Context: an optimization exercise on an open-source flow, tuned for small area, a short achievable clock period and few clock cycles. The choices shown serve that exercise and are no tape-out recipe. Where RTL was checked, it was by simulation tests only, not by an equivalence proof against the original. Function not checked in runs 1 to 3, 5 and 6: the RTL went through the layout flow alone.

[flow/run.sh]
#!/bin/bash
# synth_recipe.tcl (not shown) runs the flow's synth.tcl, then flattens the netlist and writes it again
# the make line also repeats each setting of config.mk as NAME=value (left out here)
make -C /OpenROAD-flow-scripts/flow DESIGN_CONFIG=/design/flow/config.mk WORK_HOME=/design/flow/orfs CLKGATE_MAP_FILE= SYNTH_SCRIPT=/design/flow/synth_recipe.tcl finish
[flow/config.mk]
export PLATFORM = sky130hd
export DESIGN_NAME = ALU
export DESIGN_NICKNAME = ALU
export VERILOG_FILES = /design/flow/design.v
export SDC_FILE = /design/flow/constraint.sdc
export NUM_CORES = 4
export LEC_CHECK = 0
export CAP_MARGIN = 20
export CORE_MARGIN = 2
export CORE_UTILIZATION = 40
export SETUP_SLACK_MARGIN = 2.5
export SLEW_MARGIN = 20
[flow/constraint.sdc]
create_clock -name core_clock -period 7.0 [get_ports {i_clk}]
set_input_delay 1.4000 -clock core_clock [delete_from_list [all_inputs] [get_ports {i_clk}]]
set_output_delay 1.4000 -clock core_clock [all_outputs]
set_load 0.01 [all_outputs]
[flow/design.v]
module ALU #(
    parameter DATA_W = 32
)
(
    input                       i_clk,    
    input                       i_rst_n,  
    input                       i_valid,  
    input [DATA_W - 1 : 0]      i_A,      
    input [DATA_W - 1 : 0]      i_B,      
    input [         2 : 0]      i_inst,   
    output [2*DATA_W - 1 : 0]   o_data,   
    output                      o_done    
);
    reg         s_ex, s_mul, s_mulf, s_div, s_divc;
    reg         done;
    reg         x_hi;       
    reg         x_rs;       
    reg         x_lo;       
    reg         y_hc;       
    reg         y_sx;       
    reg         inv;        
    reg         e_sum, e_slt, e_sra, e_div;  
    reg         e_sub;      
    reg  [4:0]  cnt;
    reg  [31:0] hi, lo;     
    reg  [31:0] opb;        
    reg  [31:0] hc;         
    reg         cy;         
    reg         rs;         
    reg         satf, sats; 
    wire        idle = ~(s_ex | s_mul | s_mulf | s_div | s_divc);
    assign o_data = {hi, satf ? {sats, {31{~sats}}} : lo};
    assign o_done = done;
    wire [35:0] p0 = {4'd0, opb & {32{lo[0]}}};
    wire [35:0] p1 = {3'd0, opb & {32{lo[1]}}, 1'b0};
    wire [35:0] p2 = {2'd0, opb & {32{lo[2]}}, 2'b0};
    wire [35:0] p3 = {1'd0, opb & {32{lo[3]}}, 3'b0};
    wire [35:0] p4 = {4'd0, hi};
    wire [35:0] p5 = {4'd0, hc};
    wire [35:0] s1a = p0 ^ p1 ^ p2;
    wire [35:0] c1a = {((p0 & p1) | (p0 & p2) | (p1 & p2)), 1'b0};
    wire [35:0] s1b = p3 ^ p4 ^ p5;
    wire [35:0] c1b = {((p3 & p4) | (p3 & p5) | (p4 & p5)), 1'b0};
    wire [35:0] s2  = s1a ^ c1a ^ s1b;
    wire [35:0] c2  = {((s1a & c1a) | (s1a & s1b) | (c1a & s1b)), 1'b0};
    wire [35:0] s3  = s2 ^ c2 ^ c1b;
    wire [35:0] c3  = {((s2 & c2) | (s2 & c1b) | (c2 & c1b)), 1'b0};
    wire [4:0]  nib = {1'b0, s3[3:0]} + {1'b0, c3[3:0]} + {4'd0, cy};
    wire [31:0] xa    = x_hi ? hi : lo;
    wire        xs    = (x_rs & rs) | (x_lo & lo[31]);
    wire [31:0] ya    = (y_hc ? hc : opb) ^ {32{inv}};
    wire        ys    = (y_sx & opb[31]) ^ inv;
    wire        ac    = inv | e_sub | (y_hc & cy);
    wire [35:0] sum;
    pfx_add #(36) u_add (.a({{4{xs}}, xa}), .b({{4{ys}}, ya}), .c(ac), .s(sum));
    integer k;
    reg  [31:0] brev;
    always @(*) for (k = 0; k < 32; k = k + 1) brev[k] = opb[31-k];
    wire [31:0] shin  = e_div ? brev : lo;
    wire [4:0]  shamt = e_div ? cnt : opb[4:0];
    wire        fill  = ~e_div & lo[31];
    wire [63:0] shx   = {{32{fill}}, shin} >> shamt;
    reg  [31:0] bnorm;
    always @(*) for (k = 0; k < 32; k = k + 1) bnorm[k] = shx[31-k];
    wire        bbig  = |opb[31:5];
    wire [31:0] sra   = bbig ? {32{lo[31]}} : shx[31:0];
    reg  [4:0]  clz;
    always @(*) begin
        clz = 5'd31;
        for (k = 0; k < 32; k = k + 1)
            if (i_B[k]) clz = 5'd31 - k[4:0];
    end
    wire        bzero = ~|i_B;
    wire        op_as  = (i_inst == 3'd0) | (i_inst == 3'd1);
    wire        op_sub = (i_inst == 3'd1) | (i_inst == 3'd4);
    wire        op_lo  = (i_inst == 3'd2) | (i_inst == 3'd3);
    wire        op_mul = (i_inst == 3'd6);
    wire        op_div = (i_inst == 3'd7);
    reg  [31:0] lo_iss;
    always @(*) begin
        case (i_inst)
            3'd2:    lo_iss = i_A & i_B;
            3'd3:    lo_iss = i_A | i_B;
            3'd7:    lo_iss = bzero ? 32'h7fffffff : i_A;
            default: lo_iss = i_A;
        endcase
    end
    wire        last  = (cnt == 5'd0);
    wire        rneg  = sum[32];
    wire        ovf   = sum[32] ^ sum[31];
    wire        go      = idle & i_valid;
    wire        n_ex    = go & ~op_lo & ~op_mul & ~(op_div & bzero);
    wire        n_mul   = (go & op_mul) | (s_mul & ~last);
    wire        n_mulf  = s_mul & last;
    wire        n_div   = (s_ex & e_div) | (s_div & ~last);
    wire        n_divc  = s_div & last & rneg;
    wire        n_done  = (go & (op_lo | (op_div & bzero))) | (s_ex & ~e_div) |
                          s_mulf | s_divc | (s_div & last & ~rneg);
    always @(posedge i_clk or negedge i_rst_n) begin
        if (!i_rst_n) begin
            s_ex   <= 1'b0;
            s_mul  <= 1'b0;
            s_mulf <= 1'b0;
            s_div  <= 1'b0;
            s_divc <= 1'b0;
            done   <= 1'b0;
        end else begin
            s_ex   <= n_ex;
            s_mul  <= n_mul;
            s_mulf <= n_mulf;
            s_div  <= n_div;
            s_divc <= n_divc;
            done   <= n_done;
        end
    end
    always @(posedge i_clk) begin
        x_hi  <= n_mulf | n_div | n_divc;
        x_rs  <= n_div | n_divc;
        x_lo  <= ~(n_mulf | n_div | n_divc);
        y_hc  <= n_mulf;
        y_sx  <= ~(n_mulf | n_div | n_divc);
        inv   <= (s_ex & e_div) | (s_div & ~last & ~rneg);
        cy    <= idle ? 1'b0 : nib[4];
        rs    <= s_ex ? 1'b0 : rneg;
        if (idle) begin
            e_sum <= op_as;
            e_slt <= (i_inst == 3'd4);
            e_sra <= (i_inst == 3'd5);
            e_div <= op_div;
            e_sub <= op_sub;
        end else begin
            e_sub <= 1'b0;
        end
        hc   <= idle ? 32'd0 : c3[35:4];
        cnt  <= idle ? (i_inst[0] ? clz : 5'd7) : s_ex ? cnt : cnt - 5'd1;
        satf <= s_ex & e_sum & ovf;
        sats <= rneg;
        if (idle)        hi <= (op_div & bzero) ? i_A : 32'd0;
        else if (s_ex)   hi <= e_div ? lo : 32'd0;
        else if (s_mul)  hi <= s3[35:4];
        else             hi <= sum[31:0];
        if (idle)        lo <= lo_iss;
        else if (s_ex)   lo <= ({32{e_sum}} & sum[31:0]) | {31'd0, e_slt & rneg} |
                               ({32{e_sra}} & sra);
        else if (s_mul)  lo <= {nib[3:0], lo[31:4]};
        else if (s_div)  lo <= {lo[30:0], ~rneg};
        if (idle)        opb <= i_B ^ {32{op_sub}};
        else if (s_ex)   opb <= bnorm;
        else if (s_div & ~last) opb <= {1'b0, opb[31:1]};
    end
endmodule
module pfx_add #(parameter N = 36) (
    input  [N-1:0] a,
    input  [N-1:0] b,
    input          c,
    output [N-1:0] s
);
    localparam L = $clog2(N + 1);
    wire [N:0] g [0:L];
    wire [N:0] p [0:L];
    assign g[0] = {a & b, c};
    assign p[0] = {a ^ b, 1'b0};
    genvar i, j;
    generate
        for (i = 0; i < L; i = i + 1) begin : lv
            for (j = 0; j <= N; j = j + 1) begin : bt
                if ((j >> i) & 1) begin : m
                    assign g[i+1][j] = g[i][j] | (p[i][j] & g[i][((j >> i) << i) - 1]);
                    assign p[i+1][j] = p[i][j] & p[i][((j >> i) << i) - 1];
                end else begin : t
                    assign g[i+1][j] = g[i][j];
                    assign p[i+1][j] = p[i][j];
                end
            end
        end
    endgenerate
    assign s = p[0][N:1] ^ g[L][N-1:0];
endmodule
==> flow_summary.json, run 1 <==
{
  "status": "complete, no violations",
  "rsz0062_at_grt": "yes",
  "arrival_ns": 4.61,
  "fin_skew_ns": 0.0152,
  "routed_wl_um": 80100,
  "yosysWarnings": 2,
  "cts-htree-levels": 4,
  "synth_cells": 1974,
  "cts.sinks": 153,
  "setup_tns_ns": 0,
  "use_met1": 0.489,
  "syn_area_mm2": 0.0176,
  "first_pass_iters": 8,
  "r2r_cells": 18,
  "port_buffers": 134,
  "grt_busiest_layer": "met2",
  "cp_max_fo": 10,
  "dieArea_mm2": 0.0456,
  "crit_path_end_kind": "flop",
  "grt_pass1_wl_um": 114000,
  "syn_nets": 2218,
  "vias_per_cell": 6.31,
  "rows": 76,
  "grt_pass1_vias": 16300,
  "drt_iter0_drc": 2225,
  "fin_crit_ns": 4.43,
  "finalHoldViolCount": 0,
  "hold_depth": 2,
  "area_growth_pct": 16.6,
  "cts.path.max_buffers": 2,
  "hold_class": "flop to flop",
  "nFillCells": 4221,
  "wire_per_inst_um": 30.3,
  "initial_core_util": 0.407,
  "io_pins": 135,
  "grt-ovfl-total": 0,
  "clock_latency_ns": 0.47,
  "use_met3": 0.0726,
  "core_region_area_mm2": 0.0432,
  "final_common_cell": "inv_1",
  "worstMarginPinSlew_ns": 1.22,
  "synth_edf_count": 73,
  "avgSynthCellArea_um2": 8.90,
  "path_cells": "buf_12, mux2i_2, xnor2_2, ha_1, a211oi_2, o21a_2, o211ai_1, nand4_1, nand2_2, a31oi_4, nor2_2, a211oi_2, fa_2, xor2_4, xnor2_4, o21ai_0, a21oi_1, o211ai_1",
  "place_congestion": 0.978,
  "yosysSeqAreaShare": 0.218,
  "regToRegSetupSlack_ns": 2.57,
  "drv_cap": 0,
  "cts_inserted_buffers": 17,
  "cts_tree": "done",
  "grt_antenna_before_repair": 1,
  "track_usage": 0.350,
  "nets": 2292,
  "final_cells": 2647,
  "final_layout_size_suffix_gt1_frac": 0.116,
  "maxSlewHeadroom": 0.180,
  "cp_slowest_cell": "o211ai_1",
  "path_class": "flop to flop",
  "synth.ff_latch_count": 153,
  "slew_viol_final": 0,
  "die_w_um": 214,
  "cts-root-buf": "clkbuf_16",
  "dp.cells": 2576,
  "async_flop_share": 0.0392,
  "grt_max_degree": 68,
  "die_y_um": 214,
  "clk_pin_slew_ns": 0.07,
  "post-route-drc-count": 0,
  "critPathMaxStageDelay_ns": 0.48,
  "setup_viol": 0,
  "mostFrequentLayoutCells": "171 x inv_1, 147 x mux2i_1, 136 x o21ai_0",
  "vias": 16700,
  "post-route-period-util": 0.632,
  "critPathLaunchType": "flop",
  "max_freq_mhz": 226,
  "hpwl_um": 56600,
  "ys.flop_type": "dfxtp_1",
  "synth_cell_types": 75,
  "grtUsageMet2": 0.528,
  "ant_nets": 0,
  "required_ns": 7.19
}
## state kept, by name, summed over array words and instances (netlist names), 5 cells and up
signal / cells
hc: 32
hi: 32
lo: 32
opb: 32
cnt: 5
## routing by layer
metal | wire length, um | vias to the layer above | share of wire
met1 | 33800 | 8301 | 0.42
met4 | 3810 | 0 | 0.048
met2 | 34400 | 1159 | 0.43
met3 | 8040 | 175 | 0.10
li1 | - | 7079 | -
met5 | 0 | - | 0
## critical path: cells and delay by family (launching register included)
kind / cells / cell delay (ns)
flops: 1 / 0.39
simple gates: 3 / 0.65
fa+ha+maj: 2 / 0.73
buf+inv: 1 / 0.17
compound gates: 8 / 1.37
mux: 1 / 0.29
xor+xnor: 3 / 0.55
## final cells by class
type / instances / area (um^2) / area share
repair buffers: 209 / 2050 / 0.100
multi-input cells: 1494 / 12600 / 0.617
well taps: 585 / 732 / 0.0357
diodes: 1 / 2.50 / 0.000122
clock buffers: 19 / 454 / 0.0222
clock inverters: 13 / 124 / 0.00605
inverters: 173 / 649 / 0.0317
flip-flops and latches: 153 / 3840 / 0.187
## cell families (layout without fill, tap and decap cells)
| kind of cell | count (synthesis) | after routing | synth area share |
|---|---|---|---|
| DFF | 153 | 153 | 0.218 |
| xor gates and xnor gates | 97 | 97 | 0.0484 |
| and+or+nand+nor | 501 | 501 | 0.144 |
| AOI/OAI and AO/OA | 482 | 482 | 0.183 |
| adders and majority gates | 174 | 174 | 0.179 |
| buffers and inverters | 327 | 414 | 0.0739 |
| muxes | 240 | 240 | 0.154 |
| other | 0 | 1 | 0 |
## timing repair
| action | 4_1_cts | 5_1_grt |
|---|---|---|
| gates resized for setup | 23 | 14 |
| pin swaps | 10 | 9 |
| hold endpoints to repair | 0 | 0 |
| endpoints found under the setup margin | 55 | 18 |
| hold buffers | 0 | 0 |
| cloned | 0 | 1 |
| buffers inserted | 24 | 12 |
## cells in the mapped netlist (9+ instances only)
library cell,n,share of area
ha_1,45,0.032
o21ai_0,138,0.039
nand3_1,23,0.0066
a221o_1,34,0.019
buf_2,18,0.0051
o211ai_1,18,0.0077
a21o_1,19,0.0081
a31oi_1,11,0.0039
xnor2_1,72,0.036
nor4_1,16,0.0057
o31ai_1,9,0.0038
mux2_2,68,0.044
a211oi_1,15,0.0064
inv_1,172,0.037
nand2_1,111,0.024
o21a_1,40,0.017
clkbuf_1,111,0.024
a22oi_1,12,0.0051
fa_1,129,0.15
mux2i_1,152,0.087
edfxtp_1,73,0.12
xor2_1,25,0.012
o22ai_1,11,0.0039
a222oi_1,13,0.0074
buf_4,9,0.0038
nor2_1,119,0.025
and2_1,132,0.047
buf_1,14,0.0030
dfxtp_1,74,0.084
nor3_1,21,0.0060
a21oi_1,91,0.026
a221oi_1,10,0.0050
nor2b_1,40,0.014
o221ai_1,12,0.0060
mux4_2,16,0.021
## worst paths after layout
kind / start / end
worst min register to register: s_div / done
min in group asynchronous: i_rst_n / s_divc
worst min-delay path: s_div / done
max in group asynchronous: i_rst_n / s_ex
worst max-delay path: y_hc / lo[0]
worst max register to register: y_hc / lo[0]
## through the flow
stage	worst slack [ns]	utilization	hold WS, ns	cell area [um^2]
after floorplan	2.55	-	0.480	17600
after global placement	1.51	0.448	0.581	19300
after detailed placement	1.43	0.448	0.573	19300
after CTS	2.50	0.469	0.604	20300
after global routing	2.46	0.474	0.634	20500
final	2.57	0.474	0.614	20500
==> inputs of run 2 (changes only) <==
--- a/flow/design.v
+++ b/flow/design.v
@@ -66,9 +66,16 @@
     wire [31:0] sra   = bbig ? {32{lo[31]}} : shx[31:0];
-    reg  [4:0]  clz;
+    reg  [4:0]  clzb, clza;
     always @(*) begin
-        clz = 5'd31;
-        for (k = 0; k < 32; k = k + 1)
-            if (i_B[k]) clz = 5'd31 - k[4:0];
+        clzb = 5'd31;
+        clza = 5'd31;
+        for (k = 0; k < 32; k = k + 1) begin
+            if (i_B[k]) clzb = 5'd31 - k[4:0];
+            if (i_A[k]) clza = 5'd31 - k[4:0];
+        end
     end
     wire        bzero = ~|i_B;
+    wire [5:0]  dlz   = {1'b0, clzb} - {1'b0, clza};
+    wire        aless = dlz[5];             
+    wire        dp0   = (dlz == 6'd0);      
+    wire        dnow  = bzero | aless;      
     wire        op_as  = (i_inst == 3'd0) | (i_inst == 3'd1);
@@ -83,3 +90,3 @@
             3'd3:    lo_iss = i_A | i_B;
-            3'd7:    lo_iss = bzero ? 32'h7fffffff : i_A;
+            3'd7:    lo_iss = bzero ? 32'h7fffffff : (aless | dp0) ? 32'd0 : i_A;
             default: lo_iss = i_A;
@@ -91,8 +98,8 @@
     wire        go      = idle & i_valid;
-    wire        n_ex    = go & ~op_lo & ~op_mul & ~(op_div & bzero);
+    wire        n_ex    = go & ~op_lo & ~op_mul & ~(op_div & (dnow | dp0));
     wire        n_mul   = (go & op_mul) | (s_mul & ~last);
     wire        n_mulf  = s_mul & last;
-    wire        n_div   = (s_ex & e_div) | (s_div & ~last);
+    wire        n_div   = (go & op_div & ~dnow & dp0) | (s_ex & e_div) | (s_div & ~last);
     wire        n_divc  = s_div & last & rneg;
-    wire        n_done  = (go & (op_lo | (op_div & bzero))) | (s_ex & ~e_div) |
+    wire        n_done  = (go & (op_lo | (op_div & dnow))) | (s_ex & ~e_div) |
                           s_mulf | s_divc | (s_div & last & ~rneg);
@@ -121,5 +128,5 @@
         y_sx  <= ~(n_mulf | n_div | n_divc);
-        inv   <= (s_ex & e_div) | (s_div & ~last & ~rneg);
+        inv   <= (go & op_div) | (s_ex & e_div) | (s_div & ~last & ~rneg);
         cy    <= idle ? 1'b0 : nib[4];
-        rs    <= s_ex ? 1'b0 : rneg;
+        rs    <= (idle | s_ex) ? 1'b0 : rneg;
         if (idle) begin
@@ -134,6 +141,6 @@
         hc   <= idle ? 32'd0 : c3[35:4];
-        cnt  <= idle ? (i_inst[0] ? clz : 5'd7) : s_ex ? cnt : cnt - 5'd1;
+        cnt  <= idle ? (i_inst[0] ? dlz[4:0] : 5'd7) : s_ex ? cnt : cnt - 5'd1;
         satf <= s_ex & e_sum & ovf;
         sats <= rneg;
-        if (idle)        hi <= (op_div & bzero) ? i_A : 32'd0;
+        if (idle)        hi <= (op_div & (dnow | dp0)) ? i_A : 32'd0;
         else if (s_ex)   hi <= e_div ? lo : 32'd0;
==> run 2 against run 1 <==
  * First-iteration DRC count increased by 38%
  * Critical path type is now primary input to flop
  * Still clean
  * Count of clock-buffer cells in the layout decreased by 1
  * Register-to-register slack got worse by 0.18 ns
  * Non-clock buffer count up 42
==> flow_summary.json, run 2 <==
{
  "ant_nets": 0,
  "regToRegSetupSlack_ns": 2.39,
  "finalHoldViolCount": 0,
  "synth_top_family_by_area": "compound AO/OA/AOI/OAI gates",
  "fin_skew_ns": 0.0217,
  "io_pins": 135,
  "avgSynthCellArea_um2": 8.84,
  "maxSlewHeadroom": 0.215,
  "hold_depth": 1,
  "holdPathEnd": "s_divc",
  "final_util": 0.494,
  "multi_input_area_mm2": 0.0135,
  "min-delay-start": "s_div",
  "arrival_ns": 5.22,
  "grt_max_degree": 55,
  "track_usage": 0.360,
  "synth_cell_types": 82,
  "synthXorXnorAreaFrac": 0.0470,
  "synth_top_cell_area_share": 0.145,
  "cp_max_fo": 7,
  "rsz0062_at_grt": "yes",
  "post-route-period-util": 0.717,
  "n_antenna_cell": 0,
  "required_ns": 7.20,
  "mostFrequentLayoutCells": "178 x inv_1, 171 x and2_1, 137 x nand2_1",
  "die_y_um": 216,
  "path_cells": "clkdlybuf4s50_1, a221oi_1, a21oi_2, ha_2, inv_1, fa_2, a21o_1, a21oi_2, xnor2_2, nor4bb_4, a21oi_4, buf_4, buf_16, nor2b_4, a2111oi_2, o21ai_1",
  "cp_slowest_cell": "clkdlybuf4s50_1",
  "synth.ff_latch_count": 153,
  "r2r-start": "s_ex",
  "setup_tns_ns": 0,
  "yosysWarnings": 2,
  "nets": 2399,
  "synth_edf_count": 73,
  "r2r_cells": 11,
  "post-route-drc-count": 0,
  "critPathLaunchType": "primary input",
  "die_w_um": 216,
  "syn_nets": 2275,
  "vias": 17900,
  "routed_wl_um": 84700,
  "cts_hold_buf": 0,
  "yosys.area_share.adder": 0.180,
  "yosysSeqAreaShare": 0.214,
  "critPathMaxStageDelay_ns": 0.89,
  "first_pass_iters": 9,
  "clock_latency_ns": 0.47,
  "initial_core_util": 0.405,
  "port_buffers": 134,
  "grt_pass1_wl_um": 122000,
  "wire_per_inst_um": 30.7,
  "vias_per_cell": 6.51,
  "final_layout_size_suffix_gt1_frac": 0.187,
  "final_common_cell": "inv_1",
  "synth_cells": 2025,
  "crit_path_end_kind": "flop",
  "path_buf_inv": 4,
  "clk_pin_slew_ns": 0.07,
  "grt_antenna_before_repair": 2,
  "critical_path.top_delay_family": "compound AO/OA/AOI/OAI gates",
  "regArea_mm2": 0.00383,
  "yosysTopAreaCell": "fa_1",
  "holdWs_ns": 0.613,
  "syn_area_mm2": 0.0179,
  "grt_pass1_vias": 17300,
  "cts.path.max_buffers": 2,
  "r2r-end": "hi[24]",
  "rows": 77,
  "cts-htree-levels": 4,
  "core_region_area_mm2": 0.0442,
  "hpwl_um": 61100,
  "ys.flop_type": "dfxtp_1",
  "area_growth_pct": 22.1,
  "yosys.cell_count.top_type": "inv_1",
  "synth_common_cells": "179 x inv_1, 171 x and2_1, 148 x nand2_1",
  "nFillCells": 4176,
  "status": "complete, no violations",
  "setup_viol": 0,
  "critPathMostFrequentCell": "a21oi_2",
  "path_class": "primary input to flop",
  "drv_cap": 0,
  "place_congestion": 1.05,
  "cts-root-buf": "clkbuf_16",
  "dieArea_mm2": 0.0465,
  "muxShareOfSynthArea": 0.130,
  "async_flop_share": 0.0392,
  "slew_viol_final": 0,
  "cts_inserted_buffers": 17,
  "cts_tree": "done",
  "synth_area_leaders": "fa_1 15%, edfxtp_1 12%, dfxtp_1 8.3%",
  "max_freq_mhz": 199,
  "cts.sinks": 153,
  "worstMarginPinSlew_ns": 1.17,
  "fin_crit_ns": 5.02,
  "hold_class": "flop to flop",
  "grt-ovfl-total": 0,
  "synth_compound_area_frac": 0.194,
  "synth-simple-area-share": 0.161,
  "drt_iter0_drc": 3081
}
## run 2: changes by cell type in the layout (fill, tap and decap cells not counted), moves of 14 or more
cell	change
o21ai_0	-59
clkdlybuf4s50_1	-54
and2_1	+39
mux2i_1	-37
nor2b_1	-36
nand2_1	+29
buf_4	+26
o21ai_1	+25
mux2_2	-24
dlygate4sd2_1	+22
o22ai_1	+20
a21oi_2	+15
a211oi_2	+14
## run 2: logic make-up after synthesis
family,count (synthesis)
AND/OR/NAND/NOR,568
AO/OA/AOI/OAI,510
buffers and inverters,328
multiplexers,190
adder cells (fa/ha/maj),180
flip-flops,153
XOR/XNOR,96
## run 2: repair_timing
| action | in CTS | in global routing |
|---|---|---|
| cloned | 8 | 0 |
| endpoints found under the setup margin | 77 | 104 |
| gates resized for setup | 278 | 87 |
| pin swaps | 69 | 57 |
| setup buffers | 35 | 18 |
## run 2: how the worst max path moves through the flow
stage	start	endpoint	slack, ns	cells past startpoint
after floorplan	i_A[5]	lo[22]	2.28	19
after global placement	i_B[1]	lo[3]	1.00	23
after detailed placement	i_B[1]	lo[24]	0.98	22
after CTS	i_B[2]	lo[30]	2.10	21
after global routing	i_A[4]	lo[5]	1.86	22
final	i_A[28]	lo[24]	1.98	16
## run 2: through the flow
stage,worst slack [ns],instance area [um^2],cells
after floorplan,2.28,18000,2025
after global placement,1.00,19900,2659
after detailed placement,0.984,20000,2661
after CTS,2.10,21500,2736
after global routing,1.86,21900,2754
final,1.98,21900,2754
## run 2: cell type report
class                      count  share of cell area
clock inverter                14             0.00681
timing repair buffer         251               0.114
clock buffer                  18              0.0196
multi-input combinational   1544               0.619
sequential                   153               0.175
tap                          592              0.0339
inverter                     182              0.0314
## run 2: per-layer routing
layer,track usage,part of all wire,vias up,wire length (um)
li1,-,-,7412,-
met1,0.487,0.39,8785,33100
met2,0.529,0.42,1420,35700
met3,0.0861,0.12,300,10500
met4,0.195,0.062,4,5210
met5,0,0.00030,-,25
## run 2: worst reg2reg max path, stage by stage, from the launching register on
cell	delay, ns
dfrtp_1	0.36
buf_4	0.32
nor3_1	0.49
nand2_2	0.69
clkinvlp_4	0.67
buf_4	0.57
nand2_1	0.54
nor2_4	0.39
buf_6	0.16
buf_16	0.14
a222oi_1	0.08
o21ai_1	0.13
==> inputs of run 3 (changes only) <==
--- a/flow/design.v
+++ b/flow/design.v
@@ -30,4 +30,5 @@
     reg         satf, sats; 
+    reg         sltf;       
     wire        idle = ~(s_ex | s_mul | s_mulf | s_div | s_divc);
-    assign o_data = {hi, satf ? {sats, {31{~sats}}} : lo};
+    assign o_data = {hi, satf ? {sats, {31{~sats}}} : {lo[31:1], lo[0] | sltf}};
     assign o_done = done;
@@ -53,4 +54,4 @@
     wire        ac    = inv | e_sub | (y_hc & cy);
-    wire [35:0] sum;
-    pfx_add #(36) u_add (.a({{4{xs}}, xa}), .b({{4{ys}}, ya}), .c(ac), .s(sum));
+    wire [32:0] sum;
+    pfx_add #(33) u_add (.a({xs, xa}), .b({ys, ya}), .c(ac), .s(sum));
     integer k;
@@ -90,3 +91,3 @@
             3'd3:    lo_iss = i_A | i_B;
-            3'd7:    lo_iss = bzero ? 32'h7fffffff : (aless | dp0) ? 32'd0 : i_A;
+            3'd7:    lo_iss = bzero ? 32'h7fffffff : 32'd0;
             default: lo_iss = i_A;
@@ -144,4 +145,5 @@
         sats <= rneg;
-        if (idle)        hi <= (op_div & (dnow | dp0)) ? i_A : 32'd0;
-        else if (s_ex)   hi <= e_div ? lo : 32'd0;
+        sltf <= s_ex & e_slt & rneg;
+        if (idle)        hi <= op_div ? i_A : 32'd0;
+        else if (s_ex)   hi <= e_div ? hi : 32'd0;
         else if (s_mul)  hi <= s3[35:4];
@@ -149,4 +151,3 @@
         if (idle)        lo <= lo_iss;
-        else if (s_ex)   lo <= ({32{e_sum}} & sum[31:0]) | {31'd0, e_slt & rneg} |
-                               ({32{e_sra}} & sra);
+        else if (s_ex)   lo <= ({32{e_sum}} & sum[31:0]) | ({32{e_sra}} & sra);
         else if (s_mul)  lo <= {nib[3:0], lo[31:4]};
@@ -173,5 +174,5 @@
             for (j = 0; j <= N; j = j + 1) begin : bt
-                if ((j >> i) & 1) begin : m
-                    assign g[i+1][j] = g[i][j] | (p[i][j] & g[i][((j >> i) << i) - 1]);
-                    assign p[i+1][j] = p[i][j] & p[i][((j >> i) << i) - 1];
+                if (j >= (1 << i)) begin : m
+                    assign g[i+1][j] = g[i][j] | (p[i][j] & g[i][j - (1 << i)]);
+                    assign p[i+1][j] = p[i][j] & p[i][j - (1 << i)];
                 end else begin : t
==> run 3 against run 2 <==
  * Still clean on timing, DRC and antenna
  * Global-route usage shrank 1.5 points
  * Flip-flop and latch count grew 1
  * Die area grew 0.13%
  * Critical endpoint is now x_hi
==> flow_summary.json, run 3 <==
{
  "path_buf_inv": 1,
  "grt_max_degree": 67,
  "synth_top_cell_area_share": 0.176,
  "track_usage": 0.345,
  "first_pass_iters": 7,
  "fin_crit_ns": 4.40,
  "port_buffers": 134,
  "cts.path.max_buffers": 2,
  "area_growth_pct": 15.3,
  "final_common_cell": "and2_1",
  "grt_pass1_vias": 17000,
  "synth_area_leaders": "edfxtp_1 18%, fa_1 14%, mux2i_1 7.0%",
  "fin_skew_ns": 0.0151,
  "synth_edf_count": 105,
  "clock_latency_ns": 0.49,
  "regToRegSetupSlack_ns": 2.62,
  "synth_common_cells": "168 x and2_1, 147 x nor2_1, 143 x a21oi_1",
  "max_freq_mhz": 227,
  "synth.ff_latch_count": 154,
  "setup_slack_ns": 2.60,
  "syn_nets": 2214,
  "ant_nets": 0,
  "cp_slowest_cell": "a211oi_4",
  "grt_pass1_wl_um": 117000,
  "dieArea_mm2": 0.0465,
  "worstMarginPinSlew_ns": 1.10,
  "place_congestion": 1.01,
  "cts_tree": "done",
  "yosys.cell_count.top_type": "and2_1",
  "syn_area_mm2": 0.0179,
  "cts_hold_buf": 0,
  "cts.sinks": 154,
  "rsz0062_at_grt": "yes",
  "setup_viol": 0,
  "post-place-ws_ns": 1.06,
  "initial_core_util": 0.405,
  "post-route-drc-count": 0,
  "slew_viol_final": 0,
  "hpwl_um": 59000,
  "setup_tns_ns": 0,
  "yosysTopAreaCell": "edfxtp_1",
  "post-route-period-util": 0.628,
  "die_w_um": 216,
  "cp_max_fo": 5,
  "yosysSeqAreaShare": 0.232,
  "drt_iter0_drc": 2255,
  "rows": 77,
  "wire_per_inst_um": 30.6,
  "vias": 17100,
  "holdWs_ns": 0.613,
  "clk_pin_slew_ns": 0.06,
  "cts-root-buf": "clkbuf_16",
  "nFillCells": 4230,
  "vias_per_cell": 6.50,
  "n_antenna_cell": 0,
  "hold_class": "flop to flop",
  "path_cells": "buf_4, nor2_4, o21ai_2, a211oi_4, o31ai_2, a211oi_2, nor3_2, o31ai_2, a21boi_1, o31ai_2, ha_1, a21o_1, a21o_1, a21o_1, a21oi_2, nor2_1, a41oi_2, o21ai_2, nand2b_1",
  "critPathMaxStageDelay_ns": 0.33,
  "mostFrequentLayoutCells": "168 x and2_1, 140 x nor2_1, 139 x a21oi_1",
  "io_pins": 135,
  "core_region_area_mm2": 0.0442,
  "critPathLaunchType": "primary input",
  "required_ns": 7.38,
  "cts-htree-levels": 4,
  "final_layout_size_suffix_gt1_frac": 0.126,
  "grt_antenna_before_repair": 2,
  "avgSynthCellArea_um2": 9.11,
  "synth_cell_types": 79,
  "cts_inserted_buffers": 17,
  "drv_cap": 0,
  "yosysWarnings": 2,
  "routed_wl_um": 80500,
  "status": "complete, no violations",
  "finalHoldViolCount": 0,
  "nets": 2274,
  "arrival_ns": 4.78,
  "synth_cells": 1967,
  "critical_path.top_delay_family": "compound AO/OA/AOI/OAI gates",
  "path_class": "primary input to flop",
  "crit_path_end_kind": "flop",
  "ys.flop_type": "edfxtp_1",
  "async_flop_share": 0.0390,
  "die_y_um": 216,
  "maxSlewHeadroom": 0.270,
  "grt-ovfl-total": 0
}
==> run 3: changes by cell type after synthesis, moves of 14 or more <==
cell / delta
a21oi_1: +41
nor2_1: +19
mux2_2: +31
dfxtp_1: -31
inv_1: -134
o21ai_0: +14
o211ai_1: +20
edfxtp_1: +32
==> run 3: logic make-up after synthesis <==
group	count (synthesis)	synth area share
simple gates	559	0.155
buf+inv	200	0.0453
xor+xnor	100	0.0489
mux	219	0.140
fa+ha+maj	177	0.176
flops	154	0.232
compound gates	558	0.203
==> run 3: worst paths after layout <==
| kind | startpoint | end | cells after the start |
|---|---|---|---|
| setup / recovery | i_A[4] | x_hi | 19 |
| hold / removal | s_div | s_divc | 2 |
| setup reg to reg | x_hi | hi[31] | 12 |
| hold reg to reg | s_div | s_divc | 2 |
| max in group asynchronous | i_rst_n | s_mul | 1 |
| min in group asynchronous | i_rst_n | s_mulf | 1 |
==> run 3: timing repair <==
action                                  CTS  global route
pin swaps                                11            22
hold endpoints to repair                  0             0
buffers inserted                         12             9
endpoints found under the setup margin   28            28
gates resized for setup                  48            65
==> run 3: final cells by class <==
type | instances | area (um^2) | area share
clock buffers | 23 | 553 | 0.0268
repair buffers | 192 | 1750 | 0.0848
flip-flops and latches | 154 | 4180 | 0.202
multi-input cells | 1613 | 13200 | 0.638
inverters | 49 | 184 | 0.00890
well taps | 592 | 741 | 0.0358
clock inverters | 9 | 71.3 | 0.00345
==> run 3: through the flow <==
step,util,std cells,cell area [um^2]
after CTS,0.464,2623,20500
after global routing,0.467,2632,20700
after detailed placement,0.446,2579,19700
final,0.467,2632,20700
after floorplan,-,1967,17900
after global placement,0.446,2579,19700
==> run 3: worst register-to-register path: cells and delay by family, from the launching register on <==
kind / cells / cell delay [ns]
AOI/OAI and AO/OA: 8 / 2.27
adders and majority gates: 1 / 0.49
buffers and inverters: 1 / 0.34
DFF: 1 / 0.55
muxes: 1 / 0.38
and+or+nand+nor: 1 / 0.08
==> run 3: per-layer routing <==
metal | routed length, um | vias up | part of all wire | global-route usage
met3 | 7900 | 263 | 0.098 | 0.0844
li1 | - | 7231 | - | -
met1 | 32100 | 8486 | 0.40 | 0.445
met4 | 4490 | 2 | 0.056 | 0.172
met5 | 12 | - | 0.00015 | 0
met2 | 36000 | 1116 | 0.45 | 0.538
==> inputs of run 4 (changes only) <==
--- a/flow/design.v
+++ b/flow/design.v
@@ -165,3 +165,3 @@
 );
-    localparam L = $clog2(N + 1);
+    localparam L = (N < 16) ? 4 : (N < 32) ? 5 : (N < 64) ? 6 : 7;
     wire [N:0] g [0:L];
==> run 4 against run 3 <==
  * Die area unchanged
  * Via count unchanged
  * Routed wire length unchanged
  * Critical path type unchanged
==> flow_summary.json, run 4 <==
{
  "status": "complete, no violations",
  "hold_depth": 2,
  "synth_edf_count": 105,
  "dieArea_mm2": 0.0465,
  "drv_cap": 0,
  "port_buffers": 134,
  "cp_slowest_cell": "a211oi_4",
  "finalHoldViolCount": 0,
  "io_pins": 135,
  "cts.path.max_buffers": 2,
  "hold_class": "flop to flop",
  "worstMarginPinSlew_ns": 1.10,
  "grt_max_degree": 67,
  "path_buf_inv": 1,
  "holdPathEnd": "s_divc",
  "nets": 2274,
  "clock_latency_ns": 0.49,
  "core_region_area_mm2": 0.0442,
  "cts.sinks": 154,
  "async_flop_share": 0.0390,
  "yosysTopAreaCell": "edfxtp_1",
  "critPathMaxStageDelay_ns": 0.33,
  "required_ns": 7.38,
  "path_class": "primary input to flop",
  "final_cell_area_mm2": 0.0207,
  "max_freq_mhz": 227,
  "fin_skew_ns": 0.0151,
  "avgSynthCellArea_um2": 9.11,
  "nFillCells": 4230,
  "regToRegSetupSlack_ns": 2.62,
  "initial_core_util": 0.405,
  "post-route-drc-count": 0,
  "grt_antenna_before_repair": 2,
  "min-delay-start": "s_div",
  "cp_max_fo": 5,
  "cts_inserted_buffers": 17,
  "mostFrequentLayoutCells": "168 x and2_1, 140 x nor2_1, 139 x a21oi_1",
  "final_common_cell": "and2_1",
  "critPathLaunchType": "primary input",
  "area_growth_pct": 15.3,
  "n_antenna_cell": 0,
  "placed_area_mm2": 0.0197,
  "path_cells": "buf_4, nor2_4, o21ai_2, a211oi_4, o31ai_2, a211oi_2, nor3_2, o31ai_2, a21boi_1, o31ai_2, ha_1, a21o_1, a21o_1, a21o_1, a21oi_2, nor2_1, a41oi_2, o21ai_2, nand2b_1",
  "slew_viol_final": 0,
  "die_y_um": 216,
  "final_layout_size_suffix_gt1_frac": 0.126,
  "crit_path_end_kind": "flop",
  "synth_cells": 1967,
  "maxSlewHeadroom": 0.270,
  "vias_per_cell": 6.50,
  "grt_pass1_vias": 17000,
  "cts_tree": "done",
  "r2r-end": "hi[31]",
  "yosysSeqAreaShare": 0.232,
  "post-route-period-util": 0.628,
  "final_util": 0.467,
  "cts-htree-levels": 4,
  "grt_pass1_wl_um": 117000,
  "hpwl_um": 59000,
  "drt_iter0_drc": 2255,
  "yosys.cell_count.top_type": "and2_1",
  "post-place-ws_ns": 1.06,
  "setup_viol": 0,
  "wire_per_inst_um": 30.6,
  "ant_nets": 0,
  "clk_pin_slew_ns": 0.06,
  "cts-root-buf": "clkbuf_16",
  "ys.flop_type": "edfxtp_1",
  "routed_wl_um": 80500,
  "synth_area_leaders": "edfxtp_1 18%, fa_1 14%, mux2i_1 7.0%",
  "syn_area_mm2": 0.0179,
  "rsz0062_at_grt": "yes",
  "track_usage": 0.345,
  "grt-ovfl-total": 0,
  "first_pass_iters": 7,
  "regArea_mm2": 0.00418,
  "multi_input_area_mm2": 0.0132,
  "arrival_ns": 4.78,
  "vias": 17100,
  "yosysWarnings": 2,
  "setup_tns_ns": 0,
  "place_congestion": 1.01,
  "setup_slack_ns": 2.60,
  "synth_top_cell_area_share": 0.176,
  "synth.ff_latch_count": 154,
  "r2r-start": "x_hi",
  "syn_nets": 2214,
  "rows": 77,
  "r2r_cells": 12,
  "die_w_um": 216,
  "fin_crit_ns": 4.40,
  "critical_path.top_delay_family": "compound AO/OA/AOI/OAI gates",
  "synth_common_cells": "168 x and2_1, 147 x nor2_1, 143 x a21oi_1",
  "synth_cell_types": 79
}
## run 4: cell counts in the layout (fill, tap and decap cells not counted)
No cell type changed its count.
## run 4: worst reg2reg max path: cells and delay by family, from the launching register on
family | cells | cell delay, ns
compound gates | 8 | 2.27
flops | 1 | 0.55
fa+ha+maj | 1 | 0.49
mux | 1 | 0.38
buf+inv | 1 | 0.34
simple gates | 1 | 0.08
## run 4: cells by family after synthesis
kind of cell	Yosys count	synth area share
buf+inv	200	0.0453
xor+xnor	100	0.0489
fa+ha+maj	177	0.176
compound gates	558	0.203
simple gates	559	0.155
mux	219	0.140
flops	154	0.232
## run 4: per-stage QoR
step | hold slack, ns | cells
floorplan | 0.451 | 1967
global placement | 0.570 | 2579
detailed placement | 0.600 | 2579
CTS | 0.611 | 2623
global route | 0.639 | 2632
finish | 0.613 | 2632
## run 4: how the worst max path moves through the flow
| stage | endpoint | start | depth (start not counted) | slack [ns] |
|---|---|---|---|---|
| final | x_hi | i_A[4] | 19 | 2.60 |
| after global routing | x_hi | i_A[4] | 19 | 2.44 |
| after CTS | x_hi | i_A[13] | 17 | 2.46 |
| after detailed placement | x_hi | i_A[4] | 19 | 1.06 |
| after global placement | x_hi | i_A[4] | 19 | 1.02 |
| after floorplan | x_hi | i_A[5] | 18 | 2.58 |
## run 4: layer usage
layer	up-vias	wire length [um]	GRT usage
met3	263	7900	0.0844
met1	8486	32100	0.445
li1	7231	-	-
met2	1116	36000	0.538
met5	-	12	0
met4	2	4490	0.172
## run 4: area by class of cell
class / count / area share
Multi-Input combinational cell: 1613 / 0.638
Clock inverter: 9 / 0.00345
Clock buffer: 23 / 0.0268
Inverter: 49 / 0.00890
Timing Repair Buffer: 192 / 0.0848
Tap cell: 592 / 0.0358
Sequential cell: 154 / 0.202
## run 4: what timing repair did
action | CTS | global route
endpoints found under the hold margin | 0 | 0
pin swaps | 11 | 22
setup endpoints to repair | 28 | 28
hold buffers | 0 | 0
buffers inserted | 12 | 9
gates resized for setup | 48 | 65
Testbench counts of run 4, summed over its fixed seeds: cycles 9,974.
==> inputs of run 5 (changes only) <==
--- a/flow/design.v
+++ b/flow/design.v
@@ -165,3 +165,3 @@
 );
-    localparam L = (N < 16) ? 4 : (N < 32) ? 5 : (N < 64) ? 6 : 7;
+    localparam L = $clog2(N + 1);
     wire [N:0] g [0:L];
==> flow/flow/run.sh (new file) <==
#!/bin/bash
# The standard layout (the standard.sh: ORFS synthesis to final layout),
# with one ORFS setting changed: the port buffers are buf_2 cells instead of
# the resizer's default pick (a delay cell); every input and output port
# still gets a buffer.
set -euo pipefail
export BUFFER_PORTS_ARGS="-buffer_cell sky130_fd_sc_hd__buf_2"
bash standard.sh > standard.log 2>&1
==> flow/standard.sh (new file) <==
#!/bin/bash
# synth_recipe.tcl (not shown) runs the flow's synth.tcl, then flattens the netlist and writes it again
# the make line also repeats each setting of config.mk as NAME=value (left out here)
make -C /OpenROAD-flow-scripts/flow DESIGN_CONFIG=/design/flow/config.mk WORK_HOME=/design/flow/orfs CLKGATE_MAP_FILE= SYNTH_SCRIPT=/design/flow/synth_recipe.tcl "${@:-finish}"
removed: flow/run.sh
==> run 5 against run 4 <==
  * Via count is 1.3% lower
  * Sequential share of layout area is 0.89 points higher
  * First-iteration DRC count is 4.4% lower
  * Clock skew is 0.0016 ns lower
  * Flip-flop and latch count stayed put
  * Worst setup slack better by 0.011 ns
  * Count of clock-buffer cells in the layout is 5 lower
  * Routed wire length is 3.0% lower
==> flow_summary.json, run 5 <==
{
  "status": "complete, no violations",
  "dieArea_mm2": 0.0465,
  "drv_cap": 0,
  "dp.cells": 2577,
  "critPathMaxStageDelay_ns": 0.34,
  "mostFrequentLayoutCells": "168 x and2_1, 143 x nor2_1, 137 x a21oi_1",
  "fin_skew_ns": 0.0135,
  "cts-root-buf": "clkbuf_16",
  "finalHoldViolCount": 0,
  "cts_tree": "done",
  "cp_max_fo": 5,
  "final_layout_size_suffix_gt1_frac": 0.173,
  "crit_path_end_kind": "flop",
  "port_buffers": 134,
  "synth_common_cells": "168 x and2_1, 147 x nor2_1, 143 x a21oi_1",
  "min-delay-start": "s_div",
  "synth_edf_count": 105,
  "post-route-period-util": 0.626,
  "post-route-drc-count": 0,
  "syn_area_mm2": 0.0179,
  "grt_max_degree": 62,
  "wire_per_inst_um": 29.9,
  "rows": 77,
  "synthXorXnorAreaFrac": 0.0489,
  "synth_top_family_by_area": "compound AO/OA/AOI/OAI gates",
  "first_pass_iters": 6,
  "dr_wl_met2_um": 35000,
  "muxShareOfSynthArea": 0.140,
  "regToRegSetupSlack_ns": 2.69,
  "worstMarginPinSlew_ns": 1.11,
  "path_class": "primary input to flop",
  "yosysTopAreaCell": "edfxtp_1",
  "initial_core_util": 0.405,
  "holdPathEnd": "done",
  "hold_depth": 1,
  "cts-htree-levels": 4,
  "vias": 16900,
  "synth_area_leaders": "edfxtp_1 18%, fa_1 14%, mux2i_1 7.0%",
  "synth_cell_types": 79,
  "r2r-start": "x_hi",
  "path_cells": "buf_2, nor2_1, o21ai_1, a211oi_2, o31ai_2, a211oi_2, nor3_2, o31ai_1, a21boi_1, o31ai_2, buf_4, ha_1, a21o_1, a21o_1, a21o_1, a21oi_2, nor2_1, a41oi_2, o21ai_2, nand2b_1",
  "rsz0062_at_grt": "yes",
  "vias_per_cell": 6.45,
  "clock_latency_ns": 0.48,
  "async_flop_share": 0.0390,
  "cts.path.max_buffers": 2,
  "dr_wl_met3_um": 7440,
  "critPathMostFrequentCell": "a21o_1",
  "yosys.area_share.adder": 0.176,
  "die_w_um": 216,
  "synth.ff_latch_count": 154,
  "setup_viol": 0,
  "yosysWarnings": 2,
  "die_y_um": 216,
  "synth_top_cell_area_share": 0.176,
  "synth-simple-area-share": 0.155,
  "highest_layer": "met5",
  "routed_wl_um": 78100,
  "final_util": 0.447,
  "cts_hold_buf": 0,
  "synth_compound_area_frac": 0.203,
  "fin_crit_ns": 4.39,
  "syn_nets": 2214,
  "ys.flop_type": "edfxtp_1",
  "routedLengthMet1_um": 31100,
  "required_ns": 7.37,
  "io_pins": 135,
  "hpwl_um": 57400,
  "final_common_cell": "and2_1",
  "yosys.cell_count.top_type": "and2_1",
  "avgSynthCellArea_um2": 9.11,
  "area_growth_pct": 10.3,
  "yosysSeqAreaShare": 0.232,
  "nets": 2256,
  "grt-ovfl-total": 0,
  "setup_tns_ns": 0,
  "grt_antenna_before_repair": 2,
  "core_region_area_mm2": 0.0442,
  "final_cells": 2615,
  "drt_iter0_drc": 2156,
  "cts.sinks": 154,
  "cp_slowest_cell": "a211oi_2",
  "grt_pass1_wl_um": 113000,
  "arrival_ns": 4.75,
  "max_freq_mhz": 228,
  "slew_viol_final": 0,
  "critPathLaunch": "i_A[5]",
  "grt_pass1_vias": 16400,
  "critPathLaunchType": "primary input",
  "cts_inserted_buffers": 17,
  "ant_nets": 0,
  "r2r-end": "hi[25]",
  "synth_cells": 1967,
  "clk_pin_slew_ns": 0.06,
  "maxSlewHeadroom": 0.256,
  "place_congestion": 0.994,
  "track_usage": 0.332,
  "r2r_cells": 12,
  "hold_class": "flop to flop"
}
==> run 5: critical path: cells and delay by family <==
kind	cells	cell delay (ns)
and+or+nand+nor	4	0.43
buffers and inverters	2	0.30
adders and majority gates	1	0.22
AOI/OAI and AO/OA	13	2.41
==> run 5: stage by stage <==
step / setup slack (ns) / hold slack (ns) / cell area (um^2)
after floorplan: 2.58 / 0.451 / 17900
after global placement: 1.52 / 0.567 / 19000
after detailed placement: 1.59 / 0.581 / 19100
after CTS: 2.43 / 0.584 / 19700
after global routing: 2.46 / 0.603 / 19800
final: 2.61 / 0.602 / 19800
==> run 5: final cells by class <==
type,count,area [um^2]
Fill cell,4366,24400
Inverter,49,184
Tap cell,592,741
Multi-Input combinational cell,1613,13100
Antenna cell,1,2.50
Clock buffer,18,429
Timing Repair Buffer,174,991
Clock inverter,14,150
Sequential cell,154,4170
==> run 5: timing repair <==
action | CTS | global route
pin swaps | 1 | 9
endpoints found under the setup margin | 16 | 16
hold endpoints to repair | 0 | 0
resized for setup | 4 | 21
buffers inserted | 3 | 2
==> run 5: how the worst max path moves through the flow <==
stage	slack (ns)	end
detailed placement	1.59	x_hi
finish	2.61	x_hi
global route	2.46	x_hi
CTS	2.43	x_hi
global placement	1.52	x_hi
floorplan	2.58	x_hi
==> run 5: cells by family (layout without fill, tap and decap cells) <==
group | count (synthesis) | in the layout
other | 0 | 1
xor gates and xnor gates | 100 | 100
buffers and inverters | 200 | 255
AOI/OAI and AO/OA | 558 | 558
DFF | 154 | 154
and+or+nand+nor | 559 | 559
adders and majority gates | 177 | 177
muxes | 219 | 219
==> run 5: metal layers <==
| layer | GRT usage | vias to the layer above |
|---|---|---|
| li1 | - | 7222 |
| met1 | 0.439 | 8409 |
| met2 | 0.510 | 1032 |
| met3 | 0.0646 | 211 |
| met4 | 0.182 | 4 |
| met5 | 0 | - |
==> inputs of run 6 (changes only) <==
--- a/flow/design.v
+++ b/flow/design.v
@@ -23,2 +23,3 @@
     reg         e_sub;      
+    reg         hz;         
     reg  [4:0]  cnt;
@@ -104,2 +105,3 @@
     wire        n_divc  = s_div & last & rneg;
+    wire        n_exdiv = go & op_div & ~dnow & ~dp0;    
     wire        n_done  = (go & (op_lo | (op_div & dnow))) | (s_ex & ~e_div) |
@@ -124,19 +126,16 @@
     always @(posedge i_clk) begin
-        x_hi  <= n_mulf | n_div | n_divc;
+        x_hi  <= n_mulf | n_div | n_divc | n_exdiv;
         x_rs  <= n_div | n_divc;
-        x_lo  <= ~(n_mulf | n_div | n_divc);
-        y_hc  <= n_mulf;
-        y_sx  <= ~(n_mulf | n_div | n_divc);
-        inv   <= (go & op_div) | (s_ex & e_div) | (s_div & ~last & ~rneg);
+        x_lo  <= ~(n_mulf | n_div | n_divc | n_exdiv);
+        y_hc  <= n_mulf | n_exdiv;
+        y_sx  <= ~(n_mulf | n_div | n_divc | n_exdiv);
+        inv   <= (go & op_div & dp0) | (s_ex & e_div) | (s_div & ~last & ~rneg);
+        hz    <= n_ex & ~op_div;
         cy    <= idle ? 1'b0 : nib[4];
         rs    <= (idle | s_ex) ? 1'b0 : rneg;
-        if (idle) begin
-            e_sum <= op_as;
-            e_slt <= (i_inst == 3'd4);
-            e_sra <= (i_inst == 3'd5);
-            e_div <= op_div;
-            e_sub <= op_sub;
-        end else begin
-            e_sub <= 1'b0;
-        end
+        e_sum <= op_as;
+        e_slt <= (i_inst == 3'd4);
+        e_sra <= (i_inst == 3'd5);
+        e_div <= op_div;
+        e_sub <= idle & op_sub;
         hc   <= idle ? 32'd0 : c3[35:4];
@@ -147,5 +146,4 @@
         if (idle)        hi <= op_div ? i_A : 32'd0;
-        else if (s_ex)   hi <= e_div ? hi : 32'd0;
         else if (s_mul)  hi <= s3[35:4];
-        else             hi <= sum[31:0];
+        else             hi <= sum[31:0] & {32{~hz}};   
         if (idle)        lo <= lo_iss;
@@ -165,3 +163,3 @@
 );
-    localparam L = $clog2(N + 1);
+    localparam L = (N < 16) ? 4 : (N < 32) ? 5 : (N < 64) ? 6 : 7;
     wire [N:0] g [0:L];
==> run 6 against run 5 <==
  * Still clean on timing, DRC and antenna
  * Clock skew up 0.0028 ns
  * Design area is 0.85% higher
  * Non-clock buffer count grew 1
  * Critical endpoint is now lo[0]
==> flow_summary.json, run 6 <==
{
  "worstMarginPinSlew_ns": 1.13,
  "mostFrequentLayoutCells": "183 x inv_1, 169 x and2_1, 134 x nand2_1",
  "synth_cell_types": 82,
  "vias_per_cell": 6.18,
  "yosysTopAreaCell": "fa_1",
  "max_freq_mhz": 225,
  "cts.sinks": 155,
  "r2r_cells": 11,
  "cts-root-buf": "clkbuf_16",
  "setup_tns_ns": 0,
  "hold_depth": 1,
  "holdPathEnd": "sltf",
  "yosysWarnings": 2,
  "r2r-end": "lo[0]",
  "post-place-ws_ns": 1.75,
  "final_util": 0.449,
  "vias": 16800,
  "regToRegSetupSlack_ns": 2.56,
  "initial_core_util": 0.407,
  "grt_pass1_wl_um": 111000,
  "die_w_um": 216,
  "clk_pin_slew_ns": 0.07,
  "min-delay-start": "e_slt",
  "wire_per_inst_um": 27.9,
  "routed_wl_um": 76000,
  "critPathLaunchType": "flop",
  "setup_slack_ns": 2.56,
  "crit_path_end_kind": "flop",
  "cts_tree": "done",
  "synth_top_cell_area_share": 0.139,
  "final_common_cell": "inv_1",
  "grt_max_degree": 53,
  "core_region_area_mm2": 0.0444,
  "slew_viol_final": 0,
  "drt_iter0_drc": 2108,
  "port_buffers": 134,
  "synth_cells": 2061,
  "ys.flop_type": "dfxtp_1",
  "maxSlewHeadroom": 0.247,
  "clock_latency_ns": 0.46,
  "grt_antenna_before_repair": 5,
  "cp_max_fo": 20,
  "required_ns": 7.20,
  "yosysSeqAreaShare": 0.212,
  "rows": 77,
  "syn_area_mm2": 0.0181,
  "status": "complete, no violations",
  "rsz0062_at_grt": "yes",
  "grt-ovfl-total": 0,
  "avgSynthCellArea_um2": 8.76,
  "arrival_ns": 4.64,
  "ant_nets": 0,
  "post-route-period-util": 0.634,
  "r2r-start": "x_hi",
  "track_usage": 0.322,
  "cts_inserted_buffers": 17,
  "dieArea_mm2": 0.0469,
  "place_congestion": 0.998,
  "hold_class": "flop to flop",
  "yosys.cell_count.top_type": "inv_1",
  "syn_nets": 2308,
  "path_class": "flop to flop",
  "nets": 2360,
  "fin_crit_ns": 4.44,
  "die_y_um": 216,
  "setup_viol": 0,
  "synth_edf_count": 69,
  "fin_skew_ns": 0.0163,
  "drv_cap": 0,
  "hpwl_um": 57500,
  "critPathLaunch": "x_hi",
  "cts_hold_buf": 0,
  "first_pass_iters": 6,
  "async_flop_share": 0.0387,
  "synth_area_leaders": "fa_1 14%, edfxtp_1 11%, dfxtp_1 8.9%",
  "area_growth_pct": 10.4,
  "finalHoldViolCount": 0,
  "synth.ff_latch_count": 155,
  "placed_area_mm2": 0.0192,
  "cts-htree-levels": 4,
  "grt_pass1_vias": 16500,
  "final_cell_area_mm2": 0.0199,
  "final_layout_size_suffix_gt1_frac": 0.165,
  "synth_common_cells": "184 x inv_1, 169 x and2_1, 135 x nand2_1",
  "post-route-drc-count": 0,
  "cts.path.max_buffers": 2,
  "io_pins": 135
}
## run 6: kinds of logic after synthesis
family,synth area share
simple gates,0.151
compound gates,0.193
buf+inv,0.0754
mux,0.144
fa+ha+maj,0.175
flops,0.212
xor+xnor,0.0500
## run 6: layout make-up
| type | instances | area [um^2] |
|---|---|---|
| fillers | 4364 | 24500 |
| multi-input cells | 1579 | 13100 |
| flip-flops and latches | 155 | 3830 |
| repair buffers | 175 | 1010 |
| well taps | 592 | 741 |
| inverters | 185 | 694 |
| clock buffers | 20 | 447 |
| clock inverters | 12 | 124 |
| diodes | 1 | 2.50 |
## run 6: metrics by stage
stage / cells / hold slack (ns)
6_report: 2719 / 0.488
5_1_grt: 2718 / 0.510
4_1_cts: 2714 / 0.486
3_5_place_dp: 2682 / 0.461
3_3_place_gp: 2682 / 0.473
2_1_floorplan: 2061 / 0.437
## run 6: per-layer routing
layer	global-route usage	routed length [um]	vias up
li1	-	-	7332
met1	0.433	31000	8291
met2	0.499	33800	996
met3	0.0676	7480	186
met4	0.145	3690	8
met5	0	45	-
## run 6: critical path, cell delays in order (launching register included)
cell and delay, ns:
dfxtp_2 0.78, mux2_2 0.42, ha_1 0.39, nand4_1 0.12, o22ai_1 0.48, o21ai_1 0.35, a211oi_2 0.50, o31ai_2 0.15
mux2i_1 0.21, nor2_4 0.28, nor3_1 0.07, or4_1 0.41
## run 6: timing repair
item | in CTS | in global routing
pin swaps | 0 | 19
setup endpoints to repair | 5 | 10
resized for setup | 8 | 46
buffers inserted | 0 | 4
## run 6: worst max-delay path by stage
stage	end	slack [ns]	cells after the start
after floorplan	x_hi	2.63	18
after global placement	x_hi	1.76	19
after detailed placement	x_hi	1.75	19
after CTS	x_hi	2.49	19
after global routing	x_hi	2.34	21
final	lo[0]	2.56	11
==> inputs of run 7 (changes only) <==
--- a/flow/design.v
+++ b/flow/design.v
@@ -15,5 +15,3 @@
     reg         done;
-    reg         x_hi;       
     reg         x_rs;       
-    reg         x_lo;       
     reg         y_hc;       
@@ -23,3 +21,2 @@
     reg         e_sub;      
-    reg         hz;         
     reg  [4:0]  cnt;
@@ -50,5 +47,5 @@
     wire [4:0]  nib = {1'b0, s3[3:0]} + {1'b0, c3[3:0]} + {4'd0, cy};
-    wire [31:0] xa    = x_hi ? hi : lo;
-    wire        xs    = (x_rs & rs) | (x_lo & lo[31]);
-    wire [31:0] ya    = (y_hc ? hc : opb) ^ {32{inv}};
+    wire [31:0] xa    = hi;
+    wire        xs    = (x_rs & rs) | (y_sx & hi[31]);
+    wire [31:0] ya    = opb ^ {32{inv}};
     wire        ys    = (y_sx & opb[31]) ^ inv;
@@ -78,5 +75,5 @@
     wire        bzero = ~|i_B;
-    wire [5:0]  dlz   = {1'b0, clzb} - {1'b0, clza};
-    wire        aless = dlz[5];             
-    wire        dp0   = (dlz == 6'd0);      
+    wire [4:0]  dlz   = clzb - clza;
+    wire        aless = clza > clzb;        
+    wire        dp0   = clza == clzb;       
     wire        dnow  = bzero | aless;      
@@ -126,9 +123,6 @@
     always @(posedge i_clk) begin
-        x_hi  <= n_mulf | n_div | n_divc | n_exdiv;
         x_rs  <= n_div | n_divc;
-        x_lo  <= ~(n_mulf | n_div | n_divc | n_exdiv);
-        y_hc  <= n_mulf | n_exdiv;
-        y_sx  <= ~(n_mulf | n_div | n_divc | n_exdiv);
+        y_hc  <= n_mulf;
+        y_sx  <= n_ex & ~op_div;
         inv   <= (go & op_div & dp0) | (s_ex & e_div) | (s_div & ~last & ~rneg);
-        hz    <= n_ex & ~op_div;
         cy    <= idle ? 1'b0 : nib[4];
@@ -141,3 +135,3 @@
         hc   <= idle ? 32'd0 : c3[35:4];
-        cnt  <= idle ? (i_inst[0] ? dlz[4:0] : 5'd7) : s_ex ? cnt : cnt - 5'd1;
+        cnt  <= idle ? (i_inst[0] ? dlz : 5'd7) : s_ex ? cnt : cnt - 5'd1;
         satf <= s_ex & e_sum & ovf;
@@ -145,5 +139,6 @@
         sltf <= s_ex & e_slt & rneg;
-        if (idle)        hi <= op_div ? i_A : 32'd0;
-        else if (s_mul)  hi <= s3[35:4];
-        else             hi <= sum[31:0] & {32{~hz}};   
+        hi <= ({32{idle & (op_as | op_sub | op_div)}} & i_A) |
+              ({32{s_mul}} & s3[35:4]) |
+              ({32{s_ex & e_div}} & hi) |
+              ({32{s_mulf | s_div | s_divc}} & sum[31:0]);
         if (idle)        lo <= lo_iss;
@@ -154,2 +149,3 @@
         else if (s_ex)   opb <= bnorm;
+        else if (s_mul & last) opb <= c3[35:4];      
         else if (s_div & ~last) opb <= {1'b0, opb[31:1]};
--- a/flow/config.mk
+++ b/flow/config.mk
@@ -10,3 +10,3 @@
 export CORE_UTILIZATION = 40
-export SETUP_SLACK_MARGIN = 2.5
+export SETUP_SLACK_MARGIN = 3.0
 export SLEW_MARGIN = 20
==> run 7 against run 6 <==
  * Maximum frequency increased by 4.7%
  * Utilization increased by 0.10 points
  * Clock skew shrank 0.0012 ns
  * Routed wire length rose by 0.65%
  * First-iteration DRC count grew 2.7%
  * Critical path depth is 9 higher
  * Via count up 2.5%
  * Worst hold slack got worse by 0.016 ns
  * Area after synthesis shrank 3.0%
  * Register-to-register slack improved by 0.43 ns
  * Critical endpoint is now done
==> flow_summary.json, run 7 <==
{
  "post-route-drc-count": 0,
  "finalHoldViolCount": 0,
  "r2r-start": "inv",
  "cts.sinks": 153,
  "grt-ovfl-total": 0,
  "critPathLaunch": "i_B[5]",
  "regArea_mm2": 0.00379,
  "vias": 17200,
  "highest_layer": "met5",
  "grt_antenna_before_repair": 5,
  "synth_cells": 2121,
  "io_pins": 135,
  "die_y_um": 213,
  "hold_class": "flop to flop",
  "async_flop_share": 0.0392,
  "cts-htree-levels": 4,
  "cp_max_fo": 2,
  "worstMarginPinSlew_ns": 1.04,
  "die_w_um": 213,
  "track_usage": 0.338,
  "rows": 76,
  "initial_core_util": 0.406,
  "maxSlewHeadroom": 0.303,
  "yosysWarnings": 2,
  "syn_area_mm2": 0.0175,
  "grt_pass1_wl_um": 111000,
  "path_class": "primary input to flop",
  "dieArea_mm2": 0.0455,
  "routed_wl_um": 76500,
  "clock_latency_ns": 0.47,
  "place_congestion": 1.06,
  "max_freq_mhz": 236,
  "arrival_ns": 4.62,
  "synth_area_leaders": "fa_1 14%, edfxtp_1 12%, dfxtp_1 8.9%",
  "synth_edf_count": 69,
  "port_buffers": 134,
  "final_common_cell": "nand2_1",
  "syn_nets": 2367,
  "synth_common_cells": "189 x nand2_1, 170 x o21ai_0, 157 x inv_1",
  "grt_pass1_vias": 16500,
  "setup_slack_ns": 2.76,
  "vias_per_cell": 6.28,
  "setup_tns_ns": 0,
  "final_layout_size_suffix_gt1_frac": 0.142,
  "mostFrequentLayoutCells": "188 x nand2_1, 162 x o21ai_0, 157 x inv_1",
  "yosysSeqAreaShare": 0.216,
  "routedLengthMet1_um": 30900,
  "cts_inserted_buffers": 17,
  "yosys.cell_count.top_type": "nand2_1",
  "dr_wl_met2_um": 34500,
  "fin_crit_ns": 4.24,
  "post-place-ws_ns": 1.95,
  "slew_viol_final": 0,
  "fin_skew_ns": 0.0150,
  "ant_nets": 0,
  "nFillCells": 4391,
  "synth_top_cell_area_share": 0.143,
  "cts_hold_buf": 0,
  "post-route-period-util": 0.606,
  "synth.ff_latch_count": 153,
  "critPathLaunchType": "primary input",
  "yosysTopAreaCell": "fa_1",
  "nets": 2392,
  "wire_per_inst_um": 27.9,
  "core_region_area_mm2": 0.0432,
  "hpwl_um": 57600,
  "avgSynthCellArea_um2": 8.26,
  "clk_pin_slew_ns": 0.07,
  "cts-root-buf": "clkbuf_16",
  "synth_cell_types": 77,
  "status": "complete, no violations",
  "cts.path.max_buffers": 2,
  "drv_cap": 0,
  "area_growth_pct": 10.9,
  "first_pass_iters": 6,
  "required_ns": 7.38,
  "cts_tree": "done",
  "dr_wl_met3_um": 7730,
  "min-delay-start": "e_slt",
  "rsz0062_at_grt": "yes",
  "setup_viol": 0,
  "grt_max_degree": 71,
  "multi_input_area_mm2": 0.0126,
  "final_util": 0.450,
  "drt_iter0_drc": 2165,
  "crit_path_end_kind": "flop",
  "ys.flop_type": "dfxtp_1"
}
[run 7: stage by stage]
step | cells | hold slack [ns] | cell area [um^2]
after floorplan | 2121 | 0.437 | 17500
after global placement | 2697 | 0.451 | 18500
after detailed placement | 2698 | 0.463 | 18500
after CTS | 2736 | 0.479 | 19200
after global routing | 2744 | 0.498 | 19400
final | 2745 | 0.472 | 19400
[run 7: final timing paths]
kind                          end  slack, ns  cells past startpoint
max                          done       2.76                     20
min                          sltf       0.47                      1
max reg2reg                lo[28]       2.99                     11
min reg2reg                  sltf       0.47                      1
max in group asynchronous    s_ex       6.09                      1
min in group asynchronous  s_divc       0.76                      1
[run 7: cell families (layout without fill, tap and decap cells)]
kind of cell / count (synthesis) / after routing / share of synthesized area
AND/OR/NAND/NOR: 612 / 612 / 0.168
flip-flops: 153 / 153 / 0.216
adder cells (fa/ha/maj): 176 / 176 / 0.179
multiplexers: 126 / 126 / 0.0805
other: 0 / 1 / 0
XOR/XNOR: 103 / 103 / 0.0515
buffers and inverters: 330 / 368 / 0.0756
AO/OA/AOI/OAI: 621 / 621 / 0.229
[run 7: critical path: stages]
cell	delay (ns)
buf_8	0.10
nor2_4	0.09
o21ai_2	0.08
a211oi_4	0.32
o31ai_2	0.12
a211oi_2	0.35
o31ai_1	0.14
a211oi_1	0.24
nor3_1	0.10
o31a_1	0.30
ha_1	0.31
nor2b_4	0.13
o21ai_1	0.12
nand2b_1	0.08
a21o_1	0.17
a21oi_2	0.17
o21ai_1	0.09
nand2_1	0.10
a41oi_2	0.11
o21ai_1	0.10
[run 7: repair_timing]
item	4_1_cts	5_1_grt
endpoints found under the setup margin	50	58
setup buffers	6	7
pin swaps	7	22
gates resized for setup	25	42
[run 7: layout make-up]
cell class,count,area share
antenna,1,0.000129
clock inverter,11,0.00399
tap,585,0.0377
clock buffer,21,0.0270
timing repair buffer,179,0.0551
inverter,157,0.0303
multi-input combinational,1638,0.651
sequential,153,0.195
[run 7: layer usage]
layer / global-route usage / vias up
met1: 0.442 / 8499
met5: 0 / -
li1: - / 7513
met4: 0.143 / 2
met3: 0.0775 / 198
met2: 0.536 / 1015
Testbench counts of run 7, summed over its fixed seeds: cycles 9,974.

==> static timing again, ports no longer ideal <==
No port has a modelled driver above. Below, the same layouts with a new extraction and two added sets of constraints. Step 1 assumes that a clkbuf_16 drives the clock port and a buf_2 every other input. Step 2 also shifts input and output timing later by t, the mid clock arrival at the registers, as if the neighbouring blocks saw the same clock. Slacks: ideal ports / drivers / drivers and shift; pairs: ideal ports / drivers.
run	shift t [ns]	slack for setup (ns)	worst slew at a driven data input, ns
run 1	0.518	2.574 / 2.574 / 2.097	0.06
run 2	0.516	1.984 / 2.014 / 1.498	0.06
run 3	0.540	2.604 / 2.620 / 2.093	0.05
run 4	0.540	2.604 / 2.620 / 2.093	0.05
run 5	0.540	2.615 / 2.656 / 2.116	0.08
run 6	0.506	2.560 / 2.560 / 2.083	0.10
run 7	0.514	2.759 / 2.772 / 2.258	0.07
After both steps every run listed still meets setup and hold.
